Source: an optimization exercise on an open RTL-to-GDS flow (aim: small area). Production flows keep margins and buffers that such runs may drop.
Where RTL was checked, it was by simulation tests only, not by an equivalence proof against the original.
Only the layout flow was run in runs 4 to 6; the RTL was not checked for function there.
Power figures rest on the tool's default switching activity, not on a simulated workload.

--- flow/design.v ---
`default_nettype none
module	hexmap(
		input	wire	[3:0]	i_hex,
		output	wire	[7:1]	o_map
	);
	wire	A = i_hex[0], B = i_hex[1], C = i_hex[2], D = i_hex[3];
	assign	o_map[7] = D | B | ~(C ^ A);			 
	assign	o_map[6] = ~C | ~(B ^ A);			 
	assign	o_map[5] = C | ~B | A;				 
	assign	o_map[4] = D | (~C & ~A) | (~C & B) | (B & ~A)
				| (C & ~B & A);			 
	assign	o_map[3] = ~A & (~C | B);			 
	assign	o_map[2] = D | (~B & ~A) | (C & ~B) | (C & ~A);	 
	assign	o_map[1] = D | (B ^ C) | (C & ~A);		 
endmodule
`default_nettype	none
module	rtcclock #(
		parameter	DEFAULT_SPEED = 32'd2814750  
	) (
		input	wire		i_clk, i_reset,
		input	wire		i_wb_cyc, i_wb_stb, i_wb_we,
		input	wire	[2:0]	i_wb_addr,
		input	wire	[31:0]	i_wb_data,
		input	wire	[3:0]	i_wb_sel,
		output	reg	[31:0]	o_data,
		output	wire	[31:0]	o_sseg,
		output	wire	[15:0]	o_led,
		output	wire		o_interrupt,
		output	wire		o_ppd,
		input	wire		i_hack
	);
	wire		wb_write = i_wb_stb && i_wb_we;
	reg		ck_wr, tm_wr, al_wr;
	reg	[25:0]	wr_data;
	reg	[2:0]	wr_valid;
	reg		wr_zero;
	reg	[1:0]	clock_display;
	always @(posedge i_clk)
	if (i_reset)
	begin
		ck_wr <= 1'b0;
		tm_wr <= 1'b0;
		al_wr <= 1'b0;
	end else begin
		ck_wr <= wb_write && (i_wb_addr == 3'b000);
		tm_wr <= wb_write && (i_wb_addr == 3'b001);
		al_wr <= wb_write && (i_wb_addr == 3'b011);
	end
	always @(posedge i_clk)
	begin
		wr_data     <= i_wb_data[25:0];
		wr_valid[0] <= (i_wb_sel[0])&&(i_wb_data[3:0] <= 4'h9)
				&&(i_wb_data[7:4] <= 4'h5);
		wr_valid[1] <= (i_wb_sel[1])&&(i_wb_data[11:8] <= 4'h9)
				&&(i_wb_data[15:12] <= 4'h5);
		wr_valid[2] <= (i_wb_sel[2])&&(i_wb_data[19:16] <= 4'h9)
				&&(i_wb_data[21:16] <= 6'h23);
		wr_zero <= (i_wb_data[23:0] == 0);
	end
	always @(posedge i_clk)
	if (i_reset)
		clock_display <= 2'b00;
	else if (wb_write && (i_wb_addr == 3'b000) && i_wb_sel[3])
		clock_display <= i_wb_data[25:24];
	reg	[21:0]	wr_data2;
	reg	[2:0]	ck_pv, al_pv;
	always @(posedge i_clk)
		wr_data2 <= wr_data[21:0];
	always @(posedge i_clk)
	if (i_reset)
	begin
		ck_pv <= 3'b0;
		al_pv <= 3'b0;
	end else begin
		ck_pv <= (ck_wr) ? wr_valid : 3'b0;
		al_pv <= (al_wr) ? wr_valid : 3'b0;
	end
	reg	[31:0]	ckspeed;
	reg	[39:0]	ck_counter;
	reg		ck_carry;
	reg	[7:0]	ck_sub;
	wire		ck_pps;
	always @(posedge i_clk)
	if (i_reset)
		ckspeed <= DEFAULT_SPEED;
	else if (wb_write && (i_wb_addr == 3'b100))
		ckspeed <= i_wb_data;
	always @(posedge i_clk)
	if (i_reset)
		{ ck_carry, ck_counter } <= 41'h0;
	else
		{ ck_carry, ck_counter } <= ck_counter + { 8'h00, ckspeed };
	always @(posedge i_clk)
	if (i_reset)
		ck_sub <= 8'h0;
	else if (ck_carry)
		ck_sub <= ck_sub + 8'h1;
	assign	ck_pps = ck_carry && (&ck_sub);
	reg	[6:0]	ck_sec, ck_min;
	reg	[5:0]	ck_hr;
	wire	[21:0]	clock_data;
	reg	[2:0]	suppressed, suppress_count;
	reg		pre_ppd, ck_ppm;
	reg	[6:0]	nx_sec, nx_min;
	reg	[5:0]	nx_hr;
	wire	[5:0]	ck_cy;
	assign	clock_data = { ck_hr, 1'b0, ck_min, 1'b0, ck_sec };
	assign	ck_cy[0] = ck_sec[3] && ck_sec[0];
	assign	ck_cy[1] = ck_cy[0] && ck_sec[6] && ck_sec[4];
	assign	ck_cy[2] = ck_cy[1] && ck_min[3] && ck_min[0];
	assign	ck_cy[3] = ck_cy[2] && ck_min[6] && ck_min[4];
	assign	ck_cy[4] = ck_cy[3] && ck_hr[3] && ck_hr[0];
	assign	ck_cy[5] = ck_cy[3] && ck_hr[5] && ck_hr[1] && ck_hr[0];
	always @(*)
	begin
		nx_sec[3:0] = (ck_cy[0]) ? 4'h0 : ck_sec[3:0] + 4'h1;
		nx_sec[6:4] = (ck_cy[1]) ? 3'h0
				: ck_sec[6:4] + { 2'b0, ck_cy[0] };
		nx_min[3:0] = (ck_cy[2]) ? 4'h0
				: ck_min[3:0] + { 3'b0, ck_cy[1] };
		nx_min[6:4] = (ck_cy[3]) ? 3'h0
				: ck_min[6:4] + { 2'b0, ck_cy[2] };
		nx_hr[3:0]  = (ck_cy[4] || ck_cy[5]) ? 4'h0
				: ck_hr[3:0] + { 3'b0, ck_cy[3] };
		nx_hr[5:4]  = (ck_cy[5]) ? 2'h0
				: ck_hr[5:4] + { 1'b0, ck_cy[4] };
	end
	always @(posedge i_clk)
	if (i_reset)
	begin
		suppressed <= 3'h7;
		suppress_count <= 3'h5;
	end else if (|ck_pv)
	begin
		suppressed[0] <= (suppressed[0])||(ck_pv[  0]!=1'b0);
		suppressed[1] <= (suppressed[1])||(ck_pv[1:0]!=2'b00);
		suppressed[2] <= (suppressed[2])||(ck_pv[2:0]!=3'b000);
		suppress_count <= 3'h5;
	end else if (suppress_count > 0)
		suppress_count <= suppress_count - 1;
	else
		suppressed <= 0;
	always @(posedge i_clk)
	if (i_reset)
	begin
		ck_sec <= 7'h0;
		ck_min <= 7'h0;
		ck_hr  <= 6'h0;
	end else begin
		if (ck_pps)
		begin
			if (!suppressed[0])
				ck_sec <= nx_sec;
			if (!suppressed[1])
				ck_min <= nx_min;
			if (!suppressed[2])
				ck_hr  <= nx_hr;
		end
		if (ck_pv[0])
			ck_sec <= wr_data2[6:0];
		if (ck_pv[1])
			ck_min <= wr_data2[14:8];
		if (ck_pv[2])
			ck_hr  <= wr_data2[21:16];
	end
	always @(posedge i_clk)
	if (i_reset)
		pre_ppd <= 1'b0;
	else
		pre_ppd <= ck_hr[5] && ck_hr[1] && ck_hr[0]
			&& ck_min[6] && ck_min[4] && ck_min[3] && ck_min[0]
			&& ck_sec[6] && ck_sec[4] && ck_sec[3] && ck_sec[0];
	always @(posedge i_clk)
		ck_ppm <= ck_min[6] && ck_min[4] && ck_min[3] && ck_min[0];
	reg	[6:0]	lst_sec, lst_min;
	reg	[5:0]	lst_hr;
	always @(posedge i_clk)
	begin
		lst_sec <= ck_sec;
		lst_min <= ck_min;
		lst_hr  <= ck_hr;
	end
	reg	[6:0]	tm_s, tm_m;
	reg	[7:0]	tm_h;
	reg	[6:0]	tn_s, tn_m;
	reg	[7:0]	tn_h;
	wire	[4:0]	tm_cy;
	wire	[23:0]	bcd_timer;
	wire		last_tick, tm_pps, tm_nonzero;
	reg	[7:0]	tm_sub;
	reg		tm_pre_pps, tm_int, tm_running, tm_alarm;
	assign	bcd_timer = { tm_h, 1'b0, tm_m, 1'b0, tm_s };
	assign	tm_cy[0] = (tm_s[3:0] == 4'h0);
	assign	tm_cy[1] = tm_cy[0] && (tm_s[6:4] == 3'h0);
	assign	tm_cy[2] = tm_cy[1] && (tm_m[3:0] == 4'h0);
	assign	tm_cy[3] = tm_cy[2] && (tm_m[6:4] == 3'h0);
	assign	tm_cy[4] = tm_cy[3] && (tm_h[3:0] == 4'h0);
	always @(*)
	begin
		tn_s[3:0] = (tm_cy[0]) ? 4'h9 : tm_s[3:0] - 4'h1;
		tn_s[6:4] = (tm_cy[1]) ? 3'h5 : tm_s[6:4] - { 2'b0, tm_cy[0] };
		tn_m[3:0] = (tm_cy[2]) ? 4'h9 : tm_m[3:0] - { 3'b0, tm_cy[1] };
		tn_m[6:4] = (tm_cy[3]) ? 3'h5 : tm_m[6:4] - { 2'b0, tm_cy[2] };
		tn_h[3:0] = (tm_cy[4]) ? 4'h9 : tm_h[3:0] - { 3'b0, tm_cy[3] };
		tn_h[7:4] = tm_h[7:4] - { 3'b0, tm_cy[4] };
	end
	assign	last_tick  = (tm_h == 0) && (tm_m == 0) && (tm_s[6:1] == 0);
	assign	tm_nonzero = last_tick ? tm_s[0] : 1'b1;
	always @(posedge i_clk)
	if ((i_reset)||((tm_wr)&&(!tm_running)&&(&wr_valid)&&(!wr_zero)))
		tm_sub <= 0;
	else if ((ck_carry)&&(tm_running))
		tm_sub <= tm_sub + 1;
	always @(posedge i_clk)
	if ((i_reset)||((tm_wr)&&(!tm_running)))
		tm_pre_pps <= 0;
	else if ((ck_carry)&&(tm_running))
		tm_pre_pps <= (&tm_sub[7:1])&&(!tm_sub[0]);
	else
		tm_pre_pps <= (&tm_sub);
	assign	tm_pps = (tm_pre_pps)&&(ck_carry);
	always @(posedge i_clk)
	if (i_reset)
	begin
		tm_alarm   <= 0;
		tm_s       <= 0;
		tm_m       <= 0;
		tm_h       <= 0;
		tm_running <= 0;
		tm_int     <= 0;
	end else begin
		if ((tm_running)&&(tm_pps))
		begin
			tm_s <= tn_s;
			tm_m <= tn_m;
			tm_h <= tn_h;
			if (last_tick)
				tm_alarm <= 1'b1;
		end
		tm_int <= (tm_running)&&(tm_pps)&&(!tm_alarm)&&(last_tick);
		if ((tm_pps)&&(last_tick))
			tm_running <= 1'b0;
		else if (tm_wr)
		begin
			if (tm_running)
				tm_running <= wr_data[24];
			else if ((wr_zero)&&(tm_nonzero))
				tm_running <= wr_data[24];
			else
				tm_running <= (!wr_zero)&&(&wr_valid);
		end
		if ((tm_wr)&&(!tm_running))
		begin
			if ((&wr_valid)&&(!wr_zero))
			begin
				tm_s <= wr_data[6:0];
				tm_m <= wr_data[14:8];
				tm_h <= wr_data[23:16];
			end
			tm_alarm <= 1'b0;
		end
	end
	reg	[6:0]	al_sec, al_min;
	reg	[5:0]	al_hr;
	reg		al_enabled, al_tripped;
	always @(posedge i_clk)
	if (i_reset)
		al_enabled <= 1'b0;
	else if (al_wr)
		al_enabled <= wr_data[24];
	always @(posedge i_clk)
	if (i_reset)
		al_tripped <= 1'b0;
	else if ((al_enabled)&&(ck_sec == al_sec)&&(ck_min == al_min)
			&&(ck_hr == al_hr)
			&&({ ck_hr, ck_min, ck_sec } != { lst_hr, lst_min, lst_sec }))
		al_tripped <= 1'b1;
	else if ((al_wr)&&(wr_data[25]))
		al_tripped <= 1'b0;
	always @(posedge i_clk)
	if (i_reset)
	begin
		al_sec <= 7'h0;
		al_min <= 7'h0;
		al_hr  <= 6'h0;
	end else begin
		if (al_pv[0])
			al_sec <= wr_data2[6:0];
		if (al_pv[1])
			al_min <= wr_data2[14:8];
		if (al_pv[2])
			al_hr  <= wr_data2[21:16];
	end
	reg		r_hack_carry;
	reg	[27:0]	hack_time;	 
	reg	[39:0]	hack_counter;
	always @(posedge i_clk)
	if (i_reset)
	begin
		hack_time    <= 28'h0;
		hack_counter <= 40'h0;
		r_hack_carry <= 1'b0;
	end else if (i_hack)
	begin
		hack_time <= { ck_hr, ck_min, ck_sec, ck_sub };
		hack_counter <= ck_counter;
		r_hack_carry <= ck_carry;
	end else if (r_hack_carry)
	begin
		hack_time <= { ck_hr, ck_min, ck_sec, ck_sub };
		r_hack_carry <= 1'b0;
	end
	reg	[13:0]	h_sseg, h_sseg1, h_sseg2;
	reg	[3:1]	dmask;
	reg	[3:0]	dig_en;
	reg		sg0, sg8, sg16;
	wire		blank;
	always @(posedge i_clk)
	case(clock_display)
	2'h1: begin
		h_sseg <= { tm_m[6:4], tm_m[3:0], tm_s[6:4], tm_s[3:0] };
		if (tm_alarm) dmask <= 3'h7;
		else begin
			dmask[3] <= (tm_h != 0) || (tm_m[6:4] != 0);
			dmask[2] <= (tm_h != 0) || (tm_m != 0);
			dmask[1] <= (tm_h != 0) || (tm_m != 0)
					|| (tm_s[6:4] != 0);
		end end
	2'h2: begin
		h_sseg <= 14'h0;
		dmask  <= 3'b001;
		end
	2'h3: begin
		h_sseg <= { lst_min[6:4], lst_min[3:0], lst_sec[6:4],
				lst_sec[3:0] };
		dmask <= 3'h7;
		end
	default: begin
		h_sseg <= { 1'b0, lst_hr[5:4], lst_hr[3:0], lst_min[6:4],
				lst_min[3:0] };
		dmask[2:1] <= 2'b11;
		dmask[3] <= (lst_hr[5:4] != 2'b00);
		end
	endcase
	assign	blank = (tm_alarm || al_tripped) && ck_sub[7];
	always @(posedge i_clk)
	begin
		h_sseg1 <= h_sseg;
		h_sseg2 <= h_sseg1;
		dig_en  <= (blank) ? 4'h0 : { dmask, 1'b1 };
		sg0     <= !ck_sub[7];
		sg8     <= !blank && dmask[1] && (clock_display == 2'h2);
		sg16    <= !blank && dmask[2] && (((clock_display == 2'h0)
				&& !ck_sub[7]) || (clock_display == 2'h3));
	end
	wire	[7:1]	seg0, seg1, seg2, seg3;
	hexmap	ha(h_sseg2[ 3: 0], seg0);
	hexmap	hb({ 1'b0, h_sseg2[ 6: 4] }, seg1);
	hexmap	hc(h_sseg2[10: 7], seg2);
	hexmap	hd({ 1'b0, h_sseg2[13:11] }, seg3);
	assign	o_sseg = {
			(dig_en[3]) ? seg3 : 7'h0, 1'b0,
			(dig_en[2]) ? seg2 : 7'h0, sg16,
			(dig_en[1]) ? seg1 : 7'h0, sg8,
			(dig_en[0]) ? seg0 : 7'h0, sg0 };
	reg	[9:0]	ledhi;
	wire	[7:0]	ledlo;
	wire	[8:0]	ledlo_next;
	assign	ledlo = ck_sub + { ck_sub[3:0], 4'h0 };
	assign	ledlo_next = { 1'b0, ledlo } + 9'h11;
	always @(posedge i_clk)
	if (i_reset)
		ledhi <= 10'h00;
	else if ((ck_pps)&&(ck_ppm))
		ledhi <= 10'h00;
	else if (ck_carry)
		ledhi <= ledhi + { 9'h0, ledlo_next[8] };
	assign	o_led = (tm_alarm||al_tripped) ? { (16){ck_sub[7]} } :
			{ ledhi[9:2],
			ledhi[2], ledhi[3], ledhi[4], ledhi[5],
			ledhi[6], ledhi[7], ledhi[8], ledhi[9] };
	assign	o_interrupt = tm_int || al_tripped;
	assign	o_ppd = (pre_ppd)&&(ck_pps);
	always @(posedge i_clk)
	case(i_wb_addr[2:0])
	3'b000: o_data <= { 6'h00, clock_display, 2'b00, clock_data };
	3'b001: o_data <= { 6'h00, tm_alarm, tm_running, bcd_timer };
	3'b010: o_data <= 32'h0;
	3'b011: o_data <= { 6'h00, al_tripped, al_enabled, 2'b00,
				al_hr, 1'b0, al_min, 1'b0, al_sec };
	3'b100: o_data <= ckspeed;
	3'b101: o_data <= { 2'b00, hack_time[27:22], 1'b0,
				hack_time[21:15], 1'b0, hack_time[14:0] };
	3'b110: o_data <= hack_counter[39:8];
	3'b111: o_data <= { hack_counter[7:0], 24'h00 };
	endcase
	/*verilator lint_off UNUSED*/
	wire	unused;
	assign	unused = &{ 1'b0, i_wb_cyc, wr_data[15], wr_data[7] };
	/*verilator lint_on UNUSED*/
endmodule
--- flow/run.sh ---
#!/bin/bash
# synth_recipe.tcl (not shown) runs the flow's synth.tcl, then flattens the netlist and writes it again
# the make line also repeats each setting of config.mk as NAME=value (left out here)
make -C /OpenROAD-flow-scripts/flow DESIGN_CONFIG=/design/flow/config.mk WORK_HOME=/design/flow/orfs CLKGATE_MAP_FILE= SYNTH_SCRIPT=/design/flow/synth_recipe.tcl finish
--- flow/config.mk ---
export PLATFORM = sky130hd
export DESIGN_NAME = rtcclock
export DESIGN_NICKNAME = rtcclock
export VERILOG_FILES = /design/flow/design.v
export SDC_FILE = /design/flow/constraint.sdc
export NUM_CORES = 4
export LEC_CHECK = 0
export CAP_MARGIN = 20
export CORE_MARGIN = 2
export CORE_UTILIZATION = 60
export CTS_BUF_LIST = sky130_fd_sc_hd__clkbuf_8
export CTS_CLUSTER_SIZE = 30
export SLEW_MARGIN = 20
--- flow/constraint.sdc ---
create_clock -name core_clock -period 10.0 [get_ports {i_clk}]
set_input_delay 2.0000 -clock core_clock [delete_from_list [all_inputs] [get_ports {i_clk}]]
set_output_delay 2.0000 -clock core_clock [all_outputs]
set_load 0.01 [all_outputs]
==> results.py, run 1 <==
metrics = {
    "sta": {
        "fmax_ghz": 0.2073,
        "holdWs_ps": 323.8,
        "rsz0062_at_grt": "false",
        "fin_skew_ps": 19.53,
        "worstMarginPinSlew_ps": 1152,
        "finalCritPeriodShare_pct": 48.23,
        "finalMaxSlewViolations": 0,
        "min_period_ps": 4823,
        "fin_setup_tns_ps": 0,
        "finalHoldViolCount": 0,
        "relSlewSlack_pct": 22.50,
        "setup_viol": 0,
    },
    "worst_setup_path": {
        "critPathKind": "reg -> out",
        "max_stage_delay_ps": 530,
        "cp.required_ps": 8000,
        "crit_fanout": 7,
        "crit_buf_inv": 2,
        "r2r_start": "ckspeed[0]$_SDFFE_PP0P_",
        "crit_path_cell_trace": "ha_1, and3_1, nand4_1, inv_1, and2_1, clkdlybuf4s50_1",
        "timing.rr.end": "ck_counter[26]$_SDFF_PP0_",
        "cp-start-kind": "register",
        "cp_slowest_cell": "clkdlybuf4s50_1",
        "end_kind": "output pin",
        "path_delay_family": "buffers and inverters",
        "crit_arrival_ps": 2820,
        "r2r_cells": 9,
        "rrSetupSlack_ps": 6580,
    },
    "clock_tree": {
        "cts_resized": 0,
        "postCtsSetupRepairBufs": 0,
        "clk_pin_slew_ps": 60,
        "ctsHtreeMaxLevel": 3,
        "numCtsBuffers": 68,
        "clk_latency_ps": 600,
        "postCtsHoldBufs": 0,
        "cts_max_path_buffers": 3,
        "cts_tree": "done",
        "cts.sinks": 407,
        "cts_root_buf": "clkbuf_8",
    },
    "logic_synthesis": {
        "synth-seq-area-share_pct": 45.63,
        "synthesis.yosys.warnings": 1,
        "synthesis.area_um2": 17860,
        "yosys-top-cells-area": "dfxtp_1, ha_1, mux2i_1",
        "synth_top_area_share_pct": 45.63,
        "synth_nets": 2125,
        "netlist_instances": 1993,
        "yosysUniqueCellTypes": 75,
        "yosysTopAreaCell": "dfxtp_1",
        "ys_ff_latch": 407,
        "avgSynthCellArea_um2": 8.959,
        "async_flop_share_pct": 0,
        "synthFlopType": "dfxtp_1",
        "synth_edf_count": 0,
    },
    "detailed_routing": {
        "num_vias": 14970,
        "viasPerCell": 5.944,
        "drtPass1Iterations": 6,
        "detail-route-antenna-nets": 0,
        "drc": 0,
        "drt_iter0_markers": 1200,
        "wl_per_cell_um": 20.52,
        "drt-total-wl_um": 51660,
    },
    "floorplanning": {
        "fp.dieW_um": 176.5,
        "rows": 63,
        "die_area_um2": 31160,
        "io_pins": 127,
        "core_area_um2": 29480,
        "start_util_pct": 60.57,
        "dieHeight_um": 176.5,
    },
    "worst_hold_path": {
        "hp-start": "h_sseg[1]$_DFF_P_",
        "worstHoldPathCells": 0,
        "hp-class": "reg -> reg",
        "min_to": "h_sseg1[1]$_DFF_P_",
    },
    "global_route": {
        "grt_pass1_vias": 13970,
        "overflow": 0,
        "grt_pass1_wl_um": 78690,
        "track_usage_pct": 32.88,
        "grt_max_degree": 102,
        "antenna_found_initial": 0,
    },
    "status": {
        "status": "finished clean",
    },
    "finish": {
        "nNetsFinal": 2212,
        "syn2layout_area_growth_pct": 15.33,
        "drive_gt1_share_pct": 7.522,
        "instances_no_fill": 2518,
    },
    "power": {
        "p_total_mw": 3.695,
        "power_density_nw_per_um2": 179.4,
        "peakVddDrop_mv": 0.1165,
        "leakagePower_nw": 8.193,
    },
    "placed_design": {
        "place_congestion": 0.9184,
        "io_buffers": 124,
        "hpwl_um": 37170,
        "place_inst": 2400,
    },
    "run": {
        "cap_violations": 0,
    },
}
layout by cell type, fill, tap and decap left out, types with 6 or more instances in the layout:
cell type | Yosys | routed
xor2_1 | 52 | 52
a22oi_1 | 10 | 10
nor4_1 | 23 | 22
mux2i_1 | 95 | 95
nor2_1 | 227 | 226
nor3_1 | 33 | 33
inv_1 | 55 | 75
clkbuf_8 | 0 | 87
nand2_1 | 249 | 249
and3_1 | 13 | 13
and2_1 | 24 | 24
nand4_1 | 25 | 25
ha_1 | 85 | 85
dfxtp_1 | 407 | 407
nor2b_1 | 19 | 19
clkdlybuf4s50_1 | 0 | 121
nor3b_1 | 8 | 8
mux2_2 | 20 | 20
a221oi_1 | 31 | 31
a222oi_1 | 8 | 8
a311oi_1 | 8 | 8
o211ai_1 | 9 | 9
nand3b_1 | 20 | 20
a21o_1 | 13 | 13
o22ai_1 | 13 | 13
o21bai_1 | 6 | 6
buf_4 | 13 | 21
nand3_1 | 25 | 25
o21ai_0 | 68 | 68
a211oi_1 | 17 | 17
a21oi_1 | 156 | 156
a21boi_0 | 18 | 18
xnor2_1 | 43 | 43
or3_1 | 7 | 7
per-layer routing:
| layer | global-route usage (%) | vias to the layer above | wire (um) |
|---|---|---|---|
| li1 | - | 7132 | - |
| met1 | 40.80 | 7073 | 21410 |
| met2 | 55.24 | 606 | 24450 |
| met3 | 4.673 | 155 | 2909 |
| met4 | 17.91 | 0 | 2880 |
| met5 | 0 | - | 0 |
synth_stat cells, types with 10 or more instances:
library cell and number:
a21oi_1 156, nand2_1 249, nand3_1 25, nand3b_1 20, and2_1 24, ha_1 85
a21boi_0 18, nor3_1 33, nand4_1 25, a221oi_1 31, o21ai_0 68, a21o_1 13
xor2_1 52, nor4_1 23, nor2b_1 19, mux2_2 20, a22oi_1 10, buf_1 20
nor2_1 227, xnor2_1 43, mux2i_1 95, dfxtp_1 407, buf_4 13, clkbuf_1 87
a211oi_1 17, and3_1 13, o22ai_1 13, inv_1 55
per-stage QoR:
step                      utilization [%]  cell area [um2]  setup slack (ps)
after floorplan                         -            17860              6435
after global placement              65.14            19200              5034
after detailed placement            65.14            19200              4972
after CTS                           69.85            20590              5164
after global routing                69.85            20590              5089
final                               69.85            20590              5177
cell families (layout without fill, tap and decap cells):
| group | count (synthesis) | in the layout | synth area share (%) |
|---|---|---|---|
| and+or+nand+nor | 699 | 699 | 17.85 |
| DFF | 407 | 407 | 45.63 |
| AOI/OAI and AO/OA | 401 | 401 | 14.37 |
| buffers and inverters | 184 | 318 | 4.197 |
| muxes | 119 | 119 | 7.091 |
| xor gates and xnor gates | 95 | 95 | 4.660 |
| adders and majority gates | 87 | 87 | 6.180 |
| other | 1 | 2 | 0.02100 |
cell type report:
type | count | area, um2
Multi-Input combinational cell | 1402 | 8967
Fill cell | 2421 | 8887
Sequential cell | 407 | 8148
Timing Repair Buffer | 145 | 1390
Clock buffer | 87 | 1197
Tap cell | 390 | 488.0
Inverter | 56 | 210.2
Clock inverter | 30 | 190.2
Antenna cell | 1 | 2.502
power breakdown:
group	leakage (nW)	switching [mW]	total (mW)	internal, mW
Combinational	4.10	0.269	0.452	0.183
Clock	0.782	0.666	1.50	0.832
Sequential	3.31	0.0537	1.75	1.69
Total	8.19	0.989	3.70	2.71
worst max-delay path by stage:
| stage | startpoint | endpoint | slack (ps) | depth (start not counted) |
|---|---|---|---|---|
| after global routing | ck_sub[1]$_SDFFE_PP0P_ | o_ppd | 5090 | 6 |
| after global placement | i_wb_addr[2] | ckspeed[5]$_SDFFE_PP0P_ | 5030 | 9 |
| after detailed placement | i_wb_addr[2] | ckspeed[6]$_SDFFE_PP0P_ | 4970 | 9 |
| final | ck_sub[1]$_SDFFE_PP0P_ | o_ppd | 5180 | 6 |
| after CTS | ck_sub[1]$_SDFFE_PP0P_ | o_ppd | 5160 | 6 |
| after floorplan | i_wb_addr[1] | o_data[26]$_DFF_P_ | 6430 | 5 |
sequential cells by signal (all words and copies together) (netlist names), 8 cells and up:
signal	cells
hack_time	28
tm_sub	8
ledhi	10
h_sseg1	14
ckspeed	32
hack_counter	40
wr_data	24
wr_data2	20
h_sseg	14
o_data	32
h_sseg2	14
ck_counter	40
ck_sub	8
tm_h	8
==> inputs of run 2 (changes only) <==
--- a/flow/config.mk
+++ b/flow/config.mk
@@ -7,7 +7,6 @@
 export LEC_CHECK = 0
 export CAP_MARGIN = 20
 export CORE_MARGIN = 2
-export CORE_UTILIZATION = 60
-export CTS_BUF_LIST = sky130_fd_sc_hd__clkbuf_8
-export CTS_CLUSTER_SIZE = 30
+export CORE_UTILIZATION = 40
+export CTS_BUF_LIST = sky130_fd_sc_hd__clkbuf_4
 export SLEW_MARGIN = 20
==> run 2 against run 1 <==
Against the previous run:
- first-iteration DRC count down 6.8%
- setup slack got worse by 270 ps
- fmax fell by 5.4%
- sequential share of layout area down 0.44 points
- wire length grew 5.8%
- count of clock-buffer cells in the layout rose by 73
- still clean on timing, DRC and antenna
- critical endpoint unchanged
- register-to-register slack improved by 130 ps
- clock power about the same
==> results.py, run 2 <==
metrics = {
    "status": {
        "status": "finished clean",
    },
    "logic_synthesis": {
        "avgSynthCellArea_um2": 8.959,
        "yosys-top-cells-area": "dfxtp_1, ha_1, mux2i_1",
        "synth-simple-area-share_pct": 17.85,
        "synthTopCellsByCount": "dfxtp_1, nand2_1, nor2_1",
        "synthesis.yosys.warnings": 1,
        "synth_nets": 2125,
        "synth_compound_area_share_pct": 14.37,
        "synthesis.area_um2": 17860,
        "netlist_instances": 1993,
        "synth_most_common_cell": "dfxtp_1",
        "synth_top_family_by_area": "simple AND/OR/NAND/NOR gates",
        "synth-xor-area-share_pct": 4.660,
        "synthFlopType": "dfxtp_1",
        "async_flop_share_pct": 0,
        "synth_edf_count": 0,
        "synthMuxAreaShare_pct": 7.091,
        "synth_top_area_share_pct": 45.63,
        "synth_fa_ha_area_share_pct": 6.180,
        "yosysUniqueCellTypes": 75,
        "yosysTopAreaCell": "dfxtp_1",
        "synth-seq-area-share_pct": 45.63,
        "ys_ff_latch": 407,
    },
    "power": {
        "leakagePower_nw": 8.227,
        "power_density_nw_per_um2": 176.1,
        "peakVddDrop_mv": 0.09886,
    },
    "placed_design": {
        "place_inst": 2602,
        "io_buffers": 124,
        "hpwl_um": 39890,
        "post_dp_cell_area_um2": 19450,
        "place_congestion": 0.9281,
    },
    "finish": {
        "final_area_um2": 20830,
        "instances_no_fill": 2785,
        "nNetsFinal": 2251,
        "syn2layout_area_growth_pct": 16.63,
        "final_common_cell": "dfxtp_1",
        "final_cell_mix": "dfxtp_1, nand2_1, nor2_1",
        "drive_gt1_share_pct": 10.54,
    },
    "floorplanning": {
        "io_pins": 127,
        "core_area_um2": 44120,
        "fp.dieW_um": 215.3,
        "die_area_um2": 46350,
        "rows": 77,
        "start_util_pct": 40.47,
        "dieHeight_um": 215.3,
    },
    "sta": {
        "finalMaxSlewViolations": 0,
        "fin_setup_tns_ps": 0,
        "finalCritPeriodShare_pct": 50.98,
        "fin_skew_ps": 55.19,
        "min_period_ps": 5098,
        "fmax_ghz": 0.1962,
        "setup_viol": 0,
        "holdWs_ps": 310.4,
        "relSlewSlack_pct": 27.01,
        "rsz0062_at_grt": "false",
        "worstMarginPinSlew_ps": 1085,
        "finalHoldViolCount": 0,
    },
    "detailed_routing": {
        "num_vias": 15100,
        "drt_iter0_markers": 1119,
        "viasPerCell": 5.422,
        "detail-route-antenna-nets": 0,
        "drtPass1Iterations": 6,
        "wl_per_cell_um": 19.62,
        "drc": 0,
        "drt-total-wl_um": 54650,
    },
    "worst_setup_path": {
        "critPathKind": "reg -> out",
        "cp.required_ps": 8000,
        "crit_arrival_ps": 3100,
        "end_kind": "output pin",
        "crit_fanout": 7,
        "cp-start-kind": "register",
        "rrSetupSlack_ps": 6710,
    },
    "clock_tree": {
        "clk_latency_ps": 810,
        "clk_pin_slew_ps": 70,
        "postCtsSetupRepairBufs": 0,
        "ctsHtreeMaxLevel": 3,
        "cts_tree": "done",
        "cts_resized": 0,
        "postCtsHoldBufs": 0,
        "cts_root_buf": "clkbuf_4",
        "cts.sinks": 407,
        "cts_max_path_buffers": 3,
        "numCtsBuffers": 107,
    },
    "global_route": {
        "antenna_found_initial": 1,
        "grt_max_degree": 95,
        "overflow": 0,
        "track_usage_pct": 23.21,
        "grt_pass1_vias": 14510,
        "grt_pass1_wl_um": 83700,
    },
    "run": {
        "cap_violations": 0,
    },
    "worst_hold_path": {
        "hp-class": "reg -> reg",
    },
}
## run 2: cell counts after synthesis
Identical to the previous run, type by type.
## run 2: critical path, stage by stage (launching register included)
cell,delay (ps)
dfxtp_1,490
ha_1,290
and3_1,200
nand4_1,310
inv_1,310
and2_1,170
clkdlybuf4s50_1,550
## run 2: logic make-up after synthesis
family / count (synthesis)
flops: 407
simple gates: 699
buf+inv: 184
other cells: 1
mux: 119
xor+xnor: 95
fa+ha+maj: 87
compound gates: 401
## run 2: area by class of cell
type / instances / area [um2]
fill: 4334 / 23300
multi-input combinational: 1402 / 8967
sequential: 407 / 8148
timing repair buffer: 145 / 1385
clock buffer: 160 / 1201
tap: 592 / 740.7
inverter: 56 / 210.2
clock inverter: 22 / 170.2
antenna: 1 / 2.502
## run 2: metal layers
layer	up-vias	part of all wire [%]	global-route usage [%]
met1	7222	42	28.49
li1	7264	-	-
met4	0	4.6	11.95
met2	508	47	38.83
met5	-	0	0
met3	106	6.2	4.303
## run 2: final timing paths
check / cells after the start / start / endpoint
worst min-delay path: 0 / h_sseg[1]$_DFF_P_ / h_sseg1[1]$_DFF_P_
worst max-delay path: 6 / ck_sub[1]$_SDFFE_PP0P_ / o_ppd
worst max register to register: 9 / ckspeed[0]$_SDFFE_PP0P_ / ck_counter[26]$_SDFF_PP0_
worst min register to register: 0 / h_sseg[1]$_DFF_P_ / h_sseg1[1]$_DFF_P_
## run 2: power breakdown
part | internal [mW] | switching (mW)
combinational | 0.182 | 0.268
sequential | 1.69 | 0.0552
clock | 0.799 | 0.672
## run 2: metrics by stage
stage	util (%)	power, mW	worst slack [ps]
after floorplan	-	2.074	6435
after global placement	44.08	2.221	5388
after CTS	47.19	3.701	4864
after detailed placement	44.08	2.227	5363
final	47.20	3.667	4902
after global routing	47.20	3.851	4791
==> inputs of run 3 (changes only) <==
--- a/flow/config.mk
+++ b/flow/config.mk
@@ -8,5 +8,4 @@
 export CAP_MARGIN = 20
 export CORE_MARGIN = 2
 export CORE_UTILIZATION = 40
-export CTS_BUF_LIST = sky130_fd_sc_hd__clkbuf_4
 export SLEW_MARGIN = 20
==> run 3 against run 2 <==
Against the previous run:
- still clean
- register-to-register slack hardly changed
- count of clock-buffer cells in the layout decreased by 99
- wire length is 0.80% lower
- sequential power about the same
- via count decreased by 3.0%
- setup slack improved by 210 ps
- sequential cell count did not move
- clock power grew 16%
==> results.py, run 3 <==
metrics = {
    "power": {
        "power_frac_comb_pct": 11.5,
        "switching_share_pct": 25.46,
        "p_total_mw": 3.899,
        "power_density_nw_per_um2": 186.0,
        "leakagePower_nw": 8.161,
        "switchingPower_mw": 0.9929,
        "internal-power_mw": 2.907,
        "p_clk_share_pct": 43.7,
        "peakVddDrop_mv": 0.1474,
        "p_seq_share_pct": 44.8,
    },
    "worst_setup_path": {
        "crit_arrival_ps": 2890,
        "crit_fanout": 7,
        "r2r_cells": 9,
        "end_kind": "output pin",
        "cp_slowest_cell": "clkdlybuf4s50_1",
        "cp-start-kind": "register",
        "critPathKind": "reg -> out",
        "crit_path_cell_trace": "ha_1, and3_1, nand4_1, inv_1, and2_1, clkdlybuf4s50_1",
        "max_stage_delay_ps": 540,
        "cp.required_ps": 8000,
    },
    "logic_synthesis": {
        "ys_ff_latch": 407,
        "yosysUniqueCellTypes": 75,
        "synthesis.yosys.warnings": 1,
        "synthFlopType": "dfxtp_1",
        "synth-seq-area-share_pct": 45.63,
        "netlist_instances": 1993,
        "yosys-top-cells-area": "dfxtp_1, ha_1, mux2i_1",
        "synthesis.area_um2": 17860,
        "async_flop_share_pct": 0,
        "synth_nets": 2125,
        "synth-simple-area-share_pct": 17.85,
        "synthTopCellsByCount": "dfxtp_1, nand2_1, nor2_1",
        "synth-xor-area-share_pct": 4.660,
        "synthMuxAreaShare_pct": 7.091,
        "avgSynthCellArea_um2": 8.959,
        "synth_compound_area_share_pct": 14.37,
        "synth_top_area_share_pct": 45.63,
        "synth_top_family_by_area": "simple AND/OR/NAND/NOR gates",
        "synth_fa_ha_area_share_pct": 6.180,
        "yosysTopAreaCell": "dfxtp_1",
        "synth_edf_count": 0,
        "synth_most_common_cell": "dfxtp_1",
    },
    "finish": {
        "nNetsFinal": 2188,
        "final_common_cell": "dfxtp_1",
        "syn2layout_area_growth_pct": 17.43,
        "n_fill_cell": 4275,
        "final_cell_mix": "dfxtp_1, nand2_1, nor2_1",
        "antenna_cells": 0,
        "drive_gt1_share_pct": 6.462,
    },
    "global_route": {
        "grt_pass1_wl_um": 82830,
        "overflow": 0,
        "grt_pass1_vias": 14010,
        "grt_max_degree": 95,
        "track_usage_pct": 22.98,
        "antenna_found_initial": 0,
    },
    "placed_design": {
        "hpwl_um": 39890,
        "dp_slack_ps": 5363,
        "io_buffers": 124,
        "place_congestion": 0.9281,
    },
    "detailed_routing": {
        "viasPerCell": 5.462,
        "drt-total-wl_um": 54220,
        "detail-route-antenna-nets": 0,
        "num_vias": 14640,
        "drtPass1Iterations": 10,
        "drc": 0,
        "wl_per_cell_um": 20.22,
        "drt_iter0_markers": 1150,
    },
    "sta": {
        "holdWs_ps": 323.7,
        "fin_setup_tns_ps": 0,
        "fin_skew_ps": 30.44,
        "relSlewSlack_pct": 27.22,
        "finalHoldViolCount": 0,
        "setup_viol": 0,
        "setup_slack_ps": 5113,
        "finalCritPeriodShare_pct": 48.87,
        "min_period_ps": 4887,
        "rsz0062_at_grt": "false",
        "worstMarginPinSlew_ps": 1088,
        "fmax_ghz": 0.2046,
        "finalMaxSlewViolations": 0,
    },
    "clock_tree": {
        "cts.sinks": 407,
        "clk_pin_slew_ps": 60,
        "cts_tree": "done",
        "cts_root_buf": "clkbuf_16",
        "cts_max_path_buffers": 3,
        "postCtsHoldBufs": 0,
        "ctsHtreeMaxLevel": 2,
        "postCtsSetupRepairBufs": 0,
        "clk_latency_ps": 580,
        "cts_resized": 0,
        "numCtsBuffers": 44,
    },
    "floorplanning": {
        "fp.dieW_um": 215.3,
        "io_pins": 127,
        "core_area_um2": 44120,
        "start_util_pct": 40.47,
        "rows": 77,
        "die_area_um2": 46350,
        "dieHeight_um": 215.3,
    },
    "run": {
        "cap_violations": 0,
    },
    "worst_hold_path": {
        "worstHoldPathCells": 0,
        "hp-class": "reg -> reg",
    },
    "status": {
        "status": "finished clean",
    },
}
==> run 3: cell counts after synthesis <==
No cell type changed its count.
==> run 3: layout make-up <==
type                    count  area [um2]  share of cell area, %
multi-input cells        1402        8967                  42.77
flip-flops and latches    407        8148                  38.86
repair buffers            145        1385                  6.606
clock buffers              61        1255                  5.985
well taps                 592       740.7                  3.533
clock inverters            18       261.5                  1.247
inverters                  56       210.2                  1.003
==> run 3: cells by family after synthesis <==
kind of cell,Yosys count
adders and majority gates,87
and+or+nand+nor,699
xor gates and xnor gates,95
buffers and inverters,184
other,1
DFF,407
muxes,119
AOI/OAI and AO/OA,401
==> run 3: power groups by stage <==
stage          registers (mW)  logic (mW)  clock network (mW)
3_3_place_gp             1.78       0.439                   0
6_report                 1.75       0.449                1.70
3_5_place_dp             1.78       0.445                   0
5_1_grt                  1.75       0.498                1.80
2_1_floorplan            1.76       0.319                   0
4_1_cts                  1.75       0.447                1.73
==> run 3: worst paths after layout <==
check / from / to / slack [ps]
worst min register to register: wr_data[5]$_DFF_P_ / wr_data2[5]$_DFF_P_ / 320
worst max register to register: ckspeed[0]$_SDFFE_PP0P_ / ck_counter[26]$_SDFF_PP0_ / 6710
worst min-delay path: wr_data[5]$_DFF_P_ / wr_data2[5]$_DFF_P_ / 320
worst max-delay path: ck_sub[1]$_SDFFE_PP0P_ / o_ppd / 5110
==> run 3: metal layers <==
metal / part of all wire, % / vias up / global-route usage [%]
met5: 0 / - / 0
met4: 5.0 / 0 / 11.49
met3: 5.5 / 117 / 3.298
met2: 47 / 449 / 38.70
met1: 43 / 7005 / 28.73
li1: - / 7072 / -
==> run 3: metrics by stage <==
step,cells,area [um2],utilization (%)
after global routing,2681,20970,47.52
after global placement,2602,19450,44.08
after detailed placement,2602,19450,44.08
after CTS,2681,20970,47.52
after floorplan,1993,17860,-
final,2681,20970,47.52
==> run 3: worst max-delay path: cells and delay by family, from the launching register on <==
kind | cells | cell delay [ps]
adders and majority gates | 1 | 300
DFF | 1 | 490
buffers and inverters | 2 | 850
and+or+nand+nor | 3 | 690
==> inputs of run 4 (changes only) <==
--- a/flow/design.v
+++ b/flow/design.v
@@ -67,11 +67,7 @@
 	always @(posedge i_clk)
 		wr_data2 <= wr_data[21:0];
 	always @(posedge i_clk)
-	if (i_reset)
 	begin
-		ck_pv <= 3'b0;
-		al_pv <= 3'b0;
-	end else begin
 		ck_pv <= (ck_wr) ? wr_valid : 3'b0;
 		al_pv <= (al_wr) ? wr_valid : 3'b0;
 	end
@@ -85,11 +81,22 @@
 		ckspeed <= DEFAULT_SPEED;
 	else if (wb_write && (i_wb_addr == 3'b100))
 		ckspeed <= i_wb_data;
+	wire	[39:0]	ck_addend = { 8'h00, ckspeed };
+	wire	[40:0]	ck_cc;
+	wire	[39:0]	ck_sum;
+	assign	ck_cc[0] = 1'b0;
+	genvar	gk;
+	generate for(gk=0; gk<40; gk=gk+1)
+	begin : CKADD
+		assign	ck_sum[gk] = ck_counter[gk] ^ ck_addend[gk] ^ ck_cc[gk];
+		assign	ck_cc[gk+1] = (ck_counter[gk] & ck_addend[gk])
+				| (ck_cc[gk] & (ck_counter[gk] ^ ck_addend[gk]));
+	end endgenerate
 	always @(posedge i_clk)
 	if (i_reset)
 		{ ck_carry, ck_counter } <= 41'h0;
 	else
-		{ ck_carry, ck_counter } <= ck_counter + { 8'h00, ckspeed };
+		{ ck_carry, ck_counter } <= { ck_cc[40], ck_sum };
 	always @(posedge i_clk)
 	if (i_reset)
 		ck_sub <= 8'h0;
@@ -164,9 +171,6 @@
 			ck_hr  <= wr_data2[21:16];
 	end
 	always @(posedge i_clk)
-	if (i_reset)
-		pre_ppd <= 1'b0;
-	else
 		pre_ppd <= ck_hr[5] && ck_hr[1] && ck_hr[0]
 			&& ck_min[6] && ck_min[4] && ck_min[3] && ck_min[0]
 			&& ck_sec[6] && ck_sec[4] && ck_sec[3] && ck_sec[0];
@@ -295,12 +299,7 @@
 	reg	[27:0]	hack_time;	 
 	reg	[39:0]	hack_counter;
 	always @(posedge i_clk)
-	if (i_reset)
-	begin
-		hack_time    <= 28'h0;
-		hack_counter <= 40'h0;
-		r_hack_carry <= 1'b0;
-	end else if (i_hack)
+	if ((i_reset)||(i_hack))
 	begin
 		hack_time <= { ck_hr, ck_min, ck_sec, ck_sub };
 		hack_counter <= ck_counter;
==> run 4 against run 3 <==
Against the previous run:
- now fails the layout checks on negative setup slack
- synthesized area down 6.8%
- sequential cell count unchanged
- total power down 2.5%
- clock skew down 12 ps
- utilization up 1.2 points
- critical endpoint is now ck_counter[39]$_SDFF_PP0_
==> results.py, run 4 <==
metrics = {
    "finish": {
        "final_common_cell": "dfxtp_1",
        "instances_no_fill": 2233,
        "drive_gt1_share_pct": 10.93,
        "final_cell_mix": "dfxtp_1, nand2_1, clkdlybuf4s50_1",
        "seqCellArea_um2": 8831,
        "antenna_cells": 0,
        "multi_input_comb_area_um2": 7318,
        "nNetsFinal": 1805,
        "syn2layout_area_growth_pct": 19.92,
        "n_fill_cell": 3732,
    },
    "floorplanning": {
        "core_area_um2": 40920,
        "dieHeight_um": 207.9,
        "rows": 74,
        "fp.dieW_um": 207.9,
        "io_pins": 127,
        "die_area_um2": 43240,
        "start_util_pct": 40.65,
    },
    "sta": {
        "relSlewSlack_pct": 26.14,
        "finalCritPeriodShare_pct": 128.7,
        "fin_skew_ps": 18.41,
        "finalHoldViolCount": 0,
        "min_period_ps": 12870,
        "rsz0062_at_grt": "true",
        "setup_viol": 14,
        "worstMarginPinSlew_ps": 1108,
        "fmax_ghz": 0.07770,
        "fin_setup_tns_ps": -26710,
        "finalMaxSlewViolations": 0,
        "setup_slack_ps": -2870,
    },
    "detailed_routing": {
        "viasPerCell": 5.372,
        "detail-route-antenna-nets": 0,
        "drt-total-wl_um": 47440,
        "drt_iter0_markers": 1117,
        "wl_per_cell_um": 21.25,
        "num_vias": 12000,
        "drc": 0,
        "drtPass1Iterations": 6,
    },
    "placed_design": {
        "place_congestion": 0.8831,
        "io_buffers": 124,
        "place_inst": 2152,
        "hpwl_um": 33910,
    },
    "logic_synthesis": {
        "synthesis.area_um2": 16640,
        "netlist_instances": 1571,
        "synthFlopType": "dfxtp_1",
        "synth_most_common_cell": "dfxtp_1",
        "yosysTopAreaCell": "dfxtp_1",
        "synth_top_area_share_pct": 40.79,
        "synthTopCellsByCount": "dfxtp_1, nand2_1, nor2_1",
        "synth_nets": 1710,
        "avgSynthCellArea_um2": 10.59,
        "yosys-top-cells-area": "dfxtp_1, edfxtp_1, ha_1",
        "synthesis.yosys.warnings": 1,
        "synth-seq-area-share_pct": 53.06,
        "yosysUniqueCellTypes": 71,
        "ys_ff_latch": 407,
        "async_flop_share_pct": 0,
        "synth_edf_count": 68,
    },
    "worst_setup_path": {
        "crit_fanout": 2,
        "r2r_cells": 43,
        "critPathKind": "reg -> reg",
        "cp-start-kind": "register",
        "cp.required_ps": 10420,
        "cp_slowest_cell": "fa_2",
        "max_stage_delay_ps": 370,
        "crit_arrival_ps": 13290,
        "end_kind": "register",
        "cpMostUsedCell": "fa_2",
    },
    "status": {
        "violations": "negative setup slack",
        "status": "complete, but fails checks",
    },
    "clock_tree": {
        "clk_pin_slew_ps": 60,
        "cts_root_buf": "clkbuf_16",
        "postCtsHoldBufs": 0,
        "clk_latency_ps": 540,
        "cts.sinks": 407,
        "numCtsBuffers": 44,
        "postCtsSetupRepairBufs": 0,
        "cts_tree": "done",
        "ctsHtreeMaxLevel": 2,
        "cts_max_path_buffers": 3,
    },
    "global_route": {
        "grt_pass1_wl_um": 71580,
        "grt_pass1_vias": 11640,
        "grt_max_degree": 71,
        "overflow": 0,
        "track_usage_pct": 21.57,
        "antenna_found_initial": 0,
    },
    "worst_hold_path": {
        "hp-class": "reg -> reg",
        "worstHoldPathCells": 0,
    },
    "power": {
        "power_density_nw_per_um2": 190.5,
        "leakagePower_nw": 7.639,
        "peakVddDrop_mv": 0.1326,
    },
    "run": {
        "cap_violations": 0,
    },
}
[run 4: changes by cell type after synthesis, moves of 21 or more]
cell / change
nand2_1: -85
ha_1: -23
o21ai_0: -21
nor2b_1: +34
dfxtp_1: -68
mux2i_1: -31
fa_1: +30
a21oi_1: -69
edfxtp_1: +68
nor2_1: -111
[run 4: power by group]
part,switching (mW),internal (mW)
sequential,0.0692,1.77
combinational,0.148,0.149
clock,0.662,0.999
[run 4: per-layer routing]
| metal | GRT usage [%] | vias to the layer above | share of wire [%] |
|---|---|---|---|
| li1 | - | 5629 | - |
| met1 | 29.54 | 5828 | 44 |
| met2 | 34.92 | 454 | 46 |
| met3 | 2.883 | 84 | 6.2 |
| met4 | 7.875 | 0 | 3.5 |
| met5 | 0 | - | 0 |
[run 4: area by class of cell]
| type | instances | share of cell area [%] |
|---|---|---|
| sequential | 407 | 44.26 |
| timing repair buffer | 150 | 7.112 |
| tap | 532 | 3.336 |
| inverter | 59 | 1.110 |
| clock inverter | 11 | 0.5769 |
| clock buffer | 70 | 6.923 |
| multi-input combinational | 1004 | 36.68 |
[run 4: worst max-delay path: cells and delay by family (launching register included)]
family,cells,cell delay (ps)
fa+ha+maj,40,12180
buf+inv,2,110
simple gates,1,110
flops,1,330
[run 4: logic make-up (layout without fill, tap and decap cells)]
logic type	after synthesis	after routing	synth area share (%)
compound gates	244	244	9.431
xor+xnor	69	69	3.632
fa+ha+maj	94	94	8.513
buf+inv	160	290	4.181
flops	407	407	53.06
mux	88	88	5.813
other cells	1	1	0.02254
simple gates	508	508	15.34
[run 4: through the flow]
step	hold slack [ps]	utilization [%]	power (mW)	cell area, um2	setup slack [ps]
after floorplan	309.6	-	2.012	16830	-2411
after global placement	311.9	45.07	2.162	18440	-2771
after detailed placement	312.1	45.07	2.166	18440	-2864
after CTS	324.7	48.72	3.821	19940	-2893
after global routing	329.4	48.75	3.922	19950	-3126
final	323.7	48.75	3.801	19950	-2870
[run 4: path summary, 6_finish.rpt]
kind,startpoint,end,slack (ps)
min,h_sseg[1]$_DFF_P_,h_sseg1[1]$_DFF_P_,320
min reg2reg,h_sseg[1]$_DFF_P_,h_sseg1[1]$_DFF_P_,320
max reg2reg,ck_counter[0]$_SDFF_PP0_,ck_counter[39]$_SDFF_PP0_,-2870
max,ck_counter[0]$_SDFF_PP0_,ck_counter[39]$_SDFF_PP0_,-2870
[run 4: timing repair]
action | CTS | global route
pin swaps | 1 | 0
setup endpoints to repair | 15 | 15
resized for setup | 0 | 2
==> inputs of run 5 (changes only) <==
--- a/flow/design.v
+++ b/flow/design.v
@@ -72,8 +72,11 @@
 		al_pv <= (al_wr) ? wr_valid : 3'b0;
 	end
 	reg	[31:0]	ckspeed;
-	reg	[39:0]	ck_counter;
-	reg		ck_carry;
+	localparam	LOW = 18;
+	reg	[LOW-1:0]	ck_lo;
+	reg	[39-LOW:0]	ck_hi;
+	reg		ck_mid, ck_hc;
+	wire		ck_carry, ck_late;
 	reg	[7:0]	ck_sub;
 	wire		ck_pps;
 	always @(posedge i_clk)
@@ -82,21 +85,37 @@
 	else if (wb_write && (i_wb_addr == 3'b100))
 		ckspeed <= i_wb_data;
 	wire	[39:0]	ck_addend = { 8'h00, ckspeed };
+	wire	[39:0]	ck_now = { ck_hi, ck_lo };
 	wire	[40:0]	ck_cc;
 	wire	[39:0]	ck_sum;
-	assign	ck_cc[0] = 1'b0;
 	genvar	gk;
 	generate for(gk=0; gk<40; gk=gk+1)
 	begin : CKADD
-		assign	ck_sum[gk] = ck_counter[gk] ^ ck_addend[gk] ^ ck_cc[gk];
-		assign	ck_cc[gk+1] = (ck_counter[gk] & ck_addend[gk])
-				| (ck_cc[gk] & (ck_counter[gk] ^ ck_addend[gk]));
+		wire	cin;
+		if (gk == 0)
+			assign	cin = 1'b0;
+		else if (gk == LOW)
+			assign	cin = ck_mid;
+		else
+			assign	cin = ck_cc[gk];
+		assign	ck_sum[gk] = ck_now[gk] ^ ck_addend[gk] ^ cin;
+		assign	ck_cc[gk+1] = (ck_now[gk] & ck_addend[gk])
+				| (cin & (ck_now[gk] ^ ck_addend[gk]));
 	end endgenerate
 	always @(posedge i_clk)
 	if (i_reset)
-		{ ck_carry, ck_counter } <= 41'h0;
-	else
-		{ ck_carry, ck_counter } <= { ck_cc[40], ck_sum };
+	begin
+		ck_lo  <= 0;
+		ck_hi  <= 0;
+		ck_mid <= 1'b0;
+		ck_hc  <= 1'b0;
+	end else begin
+		{ ck_mid, ck_lo } <= { ck_cc[LOW], ck_sum[LOW-1:0] };
+		ck_hi <= ck_sum[39:LOW];
+		ck_hc <= ck_cc[40] && !ck_late;
+	end
+	assign	ck_late  = ck_mid && (&ck_hi);
+	assign	ck_carry = ck_hc || ck_late;
 	always @(posedge i_clk)
 	if (i_reset)
 		ck_sub <= 8'h0;
@@ -297,12 +316,25 @@
 	end
 	reg		r_hack_carry;
 	reg	[27:0]	hack_time;	 
-	reg	[39:0]	hack_counter;
+	reg	[LOW-1:0]	hack_lo;
+	reg	[39-LOW:0]	hack_hi;
+	reg		hack_mid;
+	wire	[39-LOW:0]	hack_hi_inc;
+	wire	[40-LOW:0]	hack_ic;
+	wire	[39:0]	hack_counter = { hack_hi_inc, hack_lo };
+	assign	hack_ic[0] = hack_mid;
+	generate for(gk=0; gk<40-LOW; gk=gk+1)
+	begin : HACKINC
+		assign	hack_hi_inc[gk] = hack_hi[gk] ^ hack_ic[gk];
+		assign	hack_ic[gk+1]   = hack_hi[gk] & hack_ic[gk];
+	end endgenerate
 	always @(posedge i_clk)
 	if ((i_reset)||(i_hack))
 	begin
 		hack_time <= { ck_hr, ck_min, ck_sec, ck_sub };
-		hack_counter <= ck_counter;
+		hack_lo  <= ck_lo;
+		hack_hi  <= ck_hi;
+		hack_mid <= ck_mid;
 		r_hack_carry <= ck_carry;
 	end else if (r_hack_carry)
 	begin
==> flow/flow/run.sh (new file) <==
#!/bin/bash
# Standard layout, with smaller port buffers and a clock tree of larger
# sink clusters.  The make output goes to make.log in this folder; ORFS's
# own per-step logs stay under orfs/logs.
set -euo pipefail
bash standard.sh \
  BUFFER_PORTS_ARGS="-buffer_cell sky130_fd_sc_hd__buf_1" \
  CTS_ARGS="-sink_clustering_enable -repair_clock_nets -sink_clustering_size 20 -sink_clustering_max_diameter 80 -buf_list sky130_fd_sc_hd__clkbuf_16 -dont_use_dummy_load" \
  finish > make.log 2>&1
==> flow/standard.sh (new file) <==
#!/bin/bash
# synth_recipe.tcl (not shown) runs the flow's synth.tcl, then flattens the netlist and writes it again
# the make line also repeats each setting of config.mk as NAME=value (left out here)
make -C /OpenROAD-flow-scripts/flow DESIGN_CONFIG=/design/flow/config.mk WORK_HOME=/design/flow/orfs CLKGATE_MAP_FILE= SYNTH_SCRIPT=/design/flow/synth_recipe.tcl "${@:-finish}"
--- a/flow/config.mk
+++ b/flow/config.mk
@@ -5,6 +5,8 @@
 export SDC_FILE = /design/flow/constraint.sdc
 export NUM_CORES = 4
 export LEC_CHECK = 0
+export ABC_AREA = 1
+export ABC_CLOCK_PERIOD_IN_PS = 10000
 export CAP_MARGIN = 20
 export CORE_MARGIN = 2
 export CORE_UTILIZATION = 40
removed: flow/run.sh
==> run 5 against run 4 <==
Against the previous run:
- the run now finishes clean
- sequential share of layout area is 3.8 points higher
- global-route usage hardly changed
- sequential power about the same
- clock power fell by about 40%
- die area rose by 2.4%
- cell count grew 9.5%
- register-to-register slack better by 5200 ps
- critical path type unchanged
- largest power group unchanged
==> results.py, run 5 <==
metrics = {
    "power": {
        "leakagePower_nw": 7.607,
        "p_total_mw": 3.094,
        "power_density_nw_per_um2": 167.6,
        "peakVddDrop_mv": 0.1138,
    },
    "global_route": {
        "grt_max_degree": 102,
        "overflow": 0,
        "grt_pass1_vias": 12340,
        "track_usage_pct": 21.59,
        "grt_pass1_wl_um": 72640,
        "antenna_found_initial": 2,
    },
    "detailed_routing": {
        "drc": 0,
        "drtPass1Iterations": 5,
        "num_vias": 12790,
        "viasPerCell": 5.230,
        "detail-route-antenna-nets": 0,
        "wl_per_cell_um": 19.57,
        "drt_iter0_markers": 833,
        "drt-total-wl_um": 47850,
    },
    "sta": {
        "setup_viol": 0,
        "relSlewSlack_pct": 28.66,
        "rsz0062_at_grt": "false",
        "finalHoldViolCount": 0,
        "holdWs_ps": 323.1,
        "finalMaxSlewViolations": 0,
        "fin_setup_tns_ps": 0,
        "min_period_ps": 7668,
        "fin_skew_ps": 46.38,
        "fmax_ghz": 0.1304,
        "setup_slack_ps": 2332,
        "worstMarginPinSlew_ps": 1070,
        "finalCritPeriodShare_pct": 76.68,
    },
    "logic_synthesis": {
        "avgSynthCellArea_um2": 9.341,
        "yosysTopAreaCell": "dfxtp_1",
        "async_flop_share_pct": 0,
        "synth_most_common_cell": "dfxtp_1",
        "yosys-top-cells-area": "dfxtp_1, edfxtp_1, ha_1",
        "ys_ff_latch": 409,
        "synth_nets": 1984,
        "synthTopCellsByCount": "dfxtp_1, inv_1, nand2_1",
        "netlist_instances": 1824,
        "synth-seq-area-share_pct": 52.11,
        "synth_top_area_share_pct": 39.95,
        "yosysUniqueCellTypes": 55,
        "synthFlopType": "dfxtp_1",
        "synthesis.yosys.warnings": 1,
        "synth_edf_count": 69,
        "synthesis.area_um2": 17040,
    },
    "worst_hold_path": {
        "hp-start": "h_sseg[1]$_DFF_P_",
        "hp-class": "reg -> reg",
        "min_to": "h_sseg1[1]$_DFF_P_",
        "worstHoldPathCells": 0,
    },
    "floorplanning": {
        "fp.dieW_um": 210.4,
        "start_util_pct": 40.53,
        "io_pins": 127,
        "die_area_um2": 44260,
        "rows": 75,
        "core_area_um2": 42040,
        "dieHeight_um": 210.4,
    },
    "worst_setup_path": {
        "critPathKind": "reg -> reg",
        "r2r_start": "ck_hi[0]$_SDFF_PP0_",
        "path_delay_family": "adder cells",
        "crit_arrival_ps": 8080,
        "crit_fanout": 3,
        "cp-start-kind": "register",
        "r2r_cells": 26,
        "cp.required_ps": 10410,
        "cp_slowest_cell": "fa_1",
        "max_stage_delay_ps": 470,
        "rrSetupSlack_ps": 2330,
        "timing.rr.end": "ck_hi[21]$_SDFF_PP0_",
        "crit_buf_inv": 3,
        "cpMostUsedCell": "fa_1",
        "end_kind": "register",
    },
    "finish": {
        "syn2layout_area_growth_pct": 8.305,
        "drive_gt1_share_pct": 3.937,
        "n_fill_cell": 4121,
        "fin_util_pct": 43.90,
        "final_cell_mix": "dfxtp_1, inv_1, nand2_1",
        "final_area_um2": 18450,
        "nNetsFinal": 2067,
        "instances_no_fill": 2445,
        "final_common_cell": "dfxtp_1",
    },
    "clock_tree": {
        "ctsHtreeMaxLevel": 1,
        "cts_resized": 0,
        "clk_pin_slew_ps": 80,
        "clk_latency_ps": 580,
        "cts_max_path_buffers": 3,
        "postCtsHoldBufs": 0,
        "postCtsSetupRepairBufs": 0,
        "cts_tree": "done",
        "cts_root_buf": "clkbuf_16",
        "cts.sinks": 409,
        "numCtsBuffers": 26,
    },
    "run": {
        "cap_violations": 0,
    },
    "placed_design": {
        "dp_slack_ps": 2380,
        "io_buffers": 124,
        "post_dp_cell_area_um2": 17800,
        "place_inst": 2418,
        "place_congestion": 0.8896,
        "hpwl_um": 35630,
    },
    "status": {
        "status": "finished clean",
    },
}
[run 5: area by class of cell]
type / count / area (um2) / share of cell area, %
flip-flops and latches: 409 / 8879 / 48.11
multi-input cells: 1096 / 6824 / 36.98
inverters: 245 / 919.6 / 4.983
well taps: 539 / 674.4 / 3.654
clock buffers: 26 / 650.6 / 3.526
repair buffers: 129 / 504.2 / 2.732
diodes: 1 / 2.502 / 0.01356
[run 5: routing by layer]
metal / vias up / global-route usage (%) / wire length [um]
met1: 6162 / 29.74 / 21580
met5: - / 0 / 16
met2: 353 / 34.63 / 21750
li1: 6197 / - / -
met4: 2 / 7.139 / 1516
met3: 73 / 3.605 / 2985
[run 5: cells by family after synthesis]
kind of cell	count (synthesis)	share of synthesized area [%]
AND/OR/NAND/NOR	574	15.01
buffers and inverters	319	7.953
other	1	0.02201
XOR/XNOR	45	2.313
adder cells (fa/ha/maj)	115	9.855
AO/OA/AOI/OAI	361	12.74
flip-flops	409	52.11
[run 5: report_power, final]
| part | total [mW] | switching, mW | internal [mW] |
|---|---|---|---|
| logic | 0.246 | 0.156 | 0.0900 |
| registers | 1.85 | 0.0668 | 1.78 |
| clock network | 0.996 | 0.536 | 0.459 |
| total | 3.09 | 0.759 | 2.33 |
[run 5: worst max-delay path by stage]
stage | start | endpoint | cells after the start | slack [ps]
floorplan | ck_hi[0]$_SDFF_PP0_ | ck_hi[21]$_SDFF_PP0_ | 26 | 2830
global placement | ck_hi[0]$_SDFF_PP0_ | ck_hi[21]$_SDFF_PP0_ | 26 | 2480
detailed placement | ck_hi[0]$_SDFF_PP0_ | ck_hi[21]$_SDFF_PP0_ | 26 | 2380
CTS | ck_hi[0]$_SDFF_PP0_ | ck_hi[21]$_SDFF_PP0_ | 26 | 2330
global route | ck_hi[0]$_SDFF_PP0_ | ck_hi[21]$_SDFF_PP0_ | 26 | 2020
finish | ck_hi[0]$_SDFF_PP0_ | ck_hi[21]$_SDFF_PP0_ | 26 | 2330
==> inputs of run 6 (changes only) <==
==> flow/flow/run.sh (replaced) <==
#!/bin/bash
# Standard layout, with smaller port buffers and a clock tree of larger
# sink clusters.  The make output goes to make.log in this folder; ORFS's
# own per-step logs stay under orfs/logs.
set -euo pipefail
bash standard.sh \
  BUFFER_PORTS_ARGS="-buffer_cell sky130_fd_sc_hd__buf_1" \
  CTS_ARGS="-sink_clustering_enable -repair_clock_nets -sink_clustering_size 16 -sink_clustering_max_diameter 60 -buf_list sky130_fd_sc_hd__clkbuf_8 -dont_use_dummy_load" \
  finish > make.log 2>&1
--- a/flow/config.mk
+++ b/flow/config.mk
@@ -5,8 +5,6 @@
 export SDC_FILE = /design/flow/constraint.sdc
 export NUM_CORES = 4
 export LEC_CHECK = 0
-export ABC_AREA = 1
-export ABC_CLOCK_PERIOD_IN_PS = 10000
 export CAP_MARGIN = 20
 export CORE_MARGIN = 2
 export CORE_UTILIZATION = 40
==> run 6 against run 5 <==
Against the previous run:
- still clean
- non-clock buffer count up 9
- clock power is 15% lower
- critical path depth down 1
- synthesized cell count decreased by 12%
- hold slack got worse by 12 ps
- sequential share of layout area up 0.39 points
- combinational power down 3%
- cell area is 0.81% lower
- cell count decreased by 8.8%
- largest cell class unchanged
==> results.py, run 6 <==
metrics = {
    "floorplanning": {
        "fp.dieW_um": 209.9,
        "dieHeight_um": 209.9,
        "start_util_pct": 40.52,
        "core_area_um2": 41850,
    },
    "finish": {
        "nNetsFinal": 1854,
        "final_common_cell": "dfxtp_1",
        "antenna_cells": 0,
        "instances_no_fill": 2231,
        "drive_gt1_share_pct": 5.319,
    },
    "global_route": {
        "track_usage_pct": 22.02,
        "met1_usage_pct": 32.05,
        "met3_usage_pct": 2.798,
        "antenna_found_initial": 4,
        "grt_pass1_wl_um": 73570,
        "grt_max_degree": 78,
        "top_usage_layer": "met2",
        "overflow": 0,
    },
    "worst_setup_path": {
        "cp-start-kind": "register",
        "r2r_cells": 25,
        "cp.required_ps": 10400,
        "crit_arrival_ps": 8210,
        "rrSetupSlack_ps": 2200,
        "crit_fanout": 3,
    },
    "power": {
        "power_density_nw_per_um2": 160.0,
        "p_total_mw": 2.929,
        "p_clk_share_pct": 28.9,
        "switchingPower_mw": 0.7255,
        "switching_share_pct": 24.77,
        "p_seq_share_pct": 63.0,
    },
    "sta": {
        "min_period_ps": 7803,
        "fmax_ghz": 0.1282,
        "rsz0062_at_grt": "false",
        "finalCritPeriodShare_pct": 78.03,
        "finalHoldViolCount": 0,
        "relSlewSlack_pct": 29.74,
        "worstMarginPinSlew_ps": 1054,
        "fin_setup_tns_ps": 0,
        "holdWs_ps": 310.7,
        "setup_viol": 0,
    },
    "logic_synthesis": {
        "synth_edf_count": 69,
        "synthTopCellsByCount": "dfxtp_1, nand2_1, nor2_1",
        "async_flop_share_pct": 0,
        "synth-seq-area-share_pct": 52.35,
        "synth_most_common_cell": "dfxtp_1",
        "synthesis.yosys.warnings": 1,
        "synthFlopType": "dfxtp_1",
        "yosysTopAreaCell": "dfxtp_1",
        "ys_ff_latch": 409,
    },
    "clock_tree": {
        "ctsHtreeMaxLevel": 2,
        "cts_root_buf": "clkbuf_8",
        "postCtsHoldBufs": 0,
        "clk_pin_slew_ps": 90,
        "numCtsBuffers": 36,
        "cts.sinks": 409,
        "cts_resized": 0,
        "cts_tree": "done",
    },
    "worst_hold_path": {
        "worstHoldPathCells": 0,
        "hp-start": "h_sseg1[12]$_DFF_P_",
        "hp-class": "reg -> reg",
    },
    "detailed_routing": {
        "drtPass1Iterations": 7,
        "viasPerCell": 5.535,
        "drt-total-wl_um": 47960,
        "drt_iter0_markers": 1253,
        "detail-route-antenna-nets": 0,
    },
    "placed_design": {
        "dp_slack_ps": 2328,
        "io_buffers": 124,
        "place_congestion": 0.8852,
        "hpwl_um": 34950,
        "place_inst": 2195,
    },
    "status": {
        "status": "finished clean",
    },
    "run": {
        "cap_violations": 0,
    },
}
run 6: cell types whose count changed in the layout (fill, tap and decap cells not counted), moves of 29 or more:
cell	previous run	this run
a22oi_1	35	5
nor2_1	158	123
nand2_1	233	160
o21ai_0	86	53
inv_1	235	56
mux2i_1	0	52
a21oi_1	124	81
nor2b_1	0	48
nand3_1	78	49
clkbuf_8	0	36
run 6: stage by stage:
step | cell area (um2) | util [%]
after floorplan | 16960 | -
after global placement | 17800 | 42.54
after detailed placement | 17800 | 42.54
after CTS | 18300 | 43.73
after global routing | 18310 | 43.74
final | 18310 | 43.74
run 6: worst max-delay path, cell delays in order, from the launching register on:
cell and delay [ps]:
dfxtp_1 350, fa_1 440, fa_1 420, fa_1 400, fa_1 410, fa_1 400, fa_1 440, fa_1 410
fa_1 420, fa_1 400, fa_1 410, fa_1 390, fa_1 420, fa_1 380, inv_1 80, fa_1 160
inv_1 40, ha_1 170, ha_1 190, ha_1 180, ha_1 180, ha_1 180, ha_1 180, ha_1 180
ha_1 260, nor2b_1 120
run 6: kinds of logic after synthesis:
kind of cell	count (synthesis)	share of synthesized area, %
compound gates	256	9.850
mux	74	4.862
xor+xnor	74	3.822
other cells	1	0.02211
fa+ha+maj	115	9.901
buf+inv	149	3.667
simple gates	533	15.52
flops	409	52.35
run 6: how the worst max path moves through the flow:
stage | start | to | slack, ps | cells past startpoint
6_report | ck_hi[0]$_SDFF_PP0_ | ck_hi[21]$_SDFF_PP0_ | 2200 | 25
5_1_grt | ck_hi[0]$_SDFF_PP0_ | ck_hi[21]$_SDFF_PP0_ | 1900 | 25
4_1_cts | ck_hi[0]$_SDFF_PP0_ | ck_hi[21]$_SDFF_PP0_ | 2210 | 25
3_5_place_dp | ck_hi[0]$_SDFF_PP0_ | ck_hi[21]$_SDFF_PP0_ | 2330 | 25
3_3_place_gp | ck_hi[0]$_SDFF_PP0_ | ck_hi[21]$_SDFF_PP0_ | 2410 | 25
2_1_floorplan | ck_hi[0]$_SDFF_PP0_ | ck_hi[21]$_SDFF_PP0_ | 2790 | 25
run 6: power by group through the flow:
stage / logic (mW) / clock network [mW] / registers [mW]
2_1_floorplan: 0.152 / 0 / 1.86
3_3_place_gp: 0.232 / 0 / 1.88
3_5_place_dp: 0.238 / 0 / 1.88
4_1_cts: 0.241 / 0.871 / 1.84
5_1_grt: 0.271 / 0.931 / 1.86
6_report: 0.239 / 0.846 / 1.84
run 6: area by class of cell:
type / instances / area (um2)
Fill cell: 4050 / 23550
Sequential cell: 409 / 8879
Multi-Input combinational cell: 1053 / 7468
Tap cell: 539 / 674.4
Timing Repair Buffer: 138 / 578.1
Clock buffer: 36 / 495.5
Inverter: 56 / 210.2
run 6: routing by layer:
metal  wire length, um  up-vias  part of all wire [%]
met5                 0        -                     0
met4              1568        0                   3.3
met3              3219       91                   6.7
met2             21110      483                    44
met1             22070     6024                    46
li1                  -     5751                     -

==> afterwards: timing with drivers on the ports <==
The flow's constraints put no driver on any port. The routed layouts listed below were extracted and timed again, unchanged, in two steps. Step 1: set_driving_cell puts a clkbuf_16 on i_clk and a buf_2 on each other input, an assumption about the parent block. Step 2 times the ports against the registers' clock, not the clock port: input delays grow and output delays shrink by t, the midpoint of the rising clock arrivals with the driver on. Three values: ideal ports, drivers, drivers and shift; two values: the first two.
run | t, ns | slack for setup (ns)
run 1 | 0.633 | 5.177 / 5.126 / 4.880
run 2 | 0.832 | 4.902 / 4.855 / 5.272
run 3 | 0.615 | 5.113 / 5.059 / 5.249
run 4 | 0.591 | -2.870 / -2.870 / -2.870
run 5 | 0.615 | 2.332 / 2.332 / 2.332
run 6 | 0.613 | 2.197 / 2.197 / 2.197
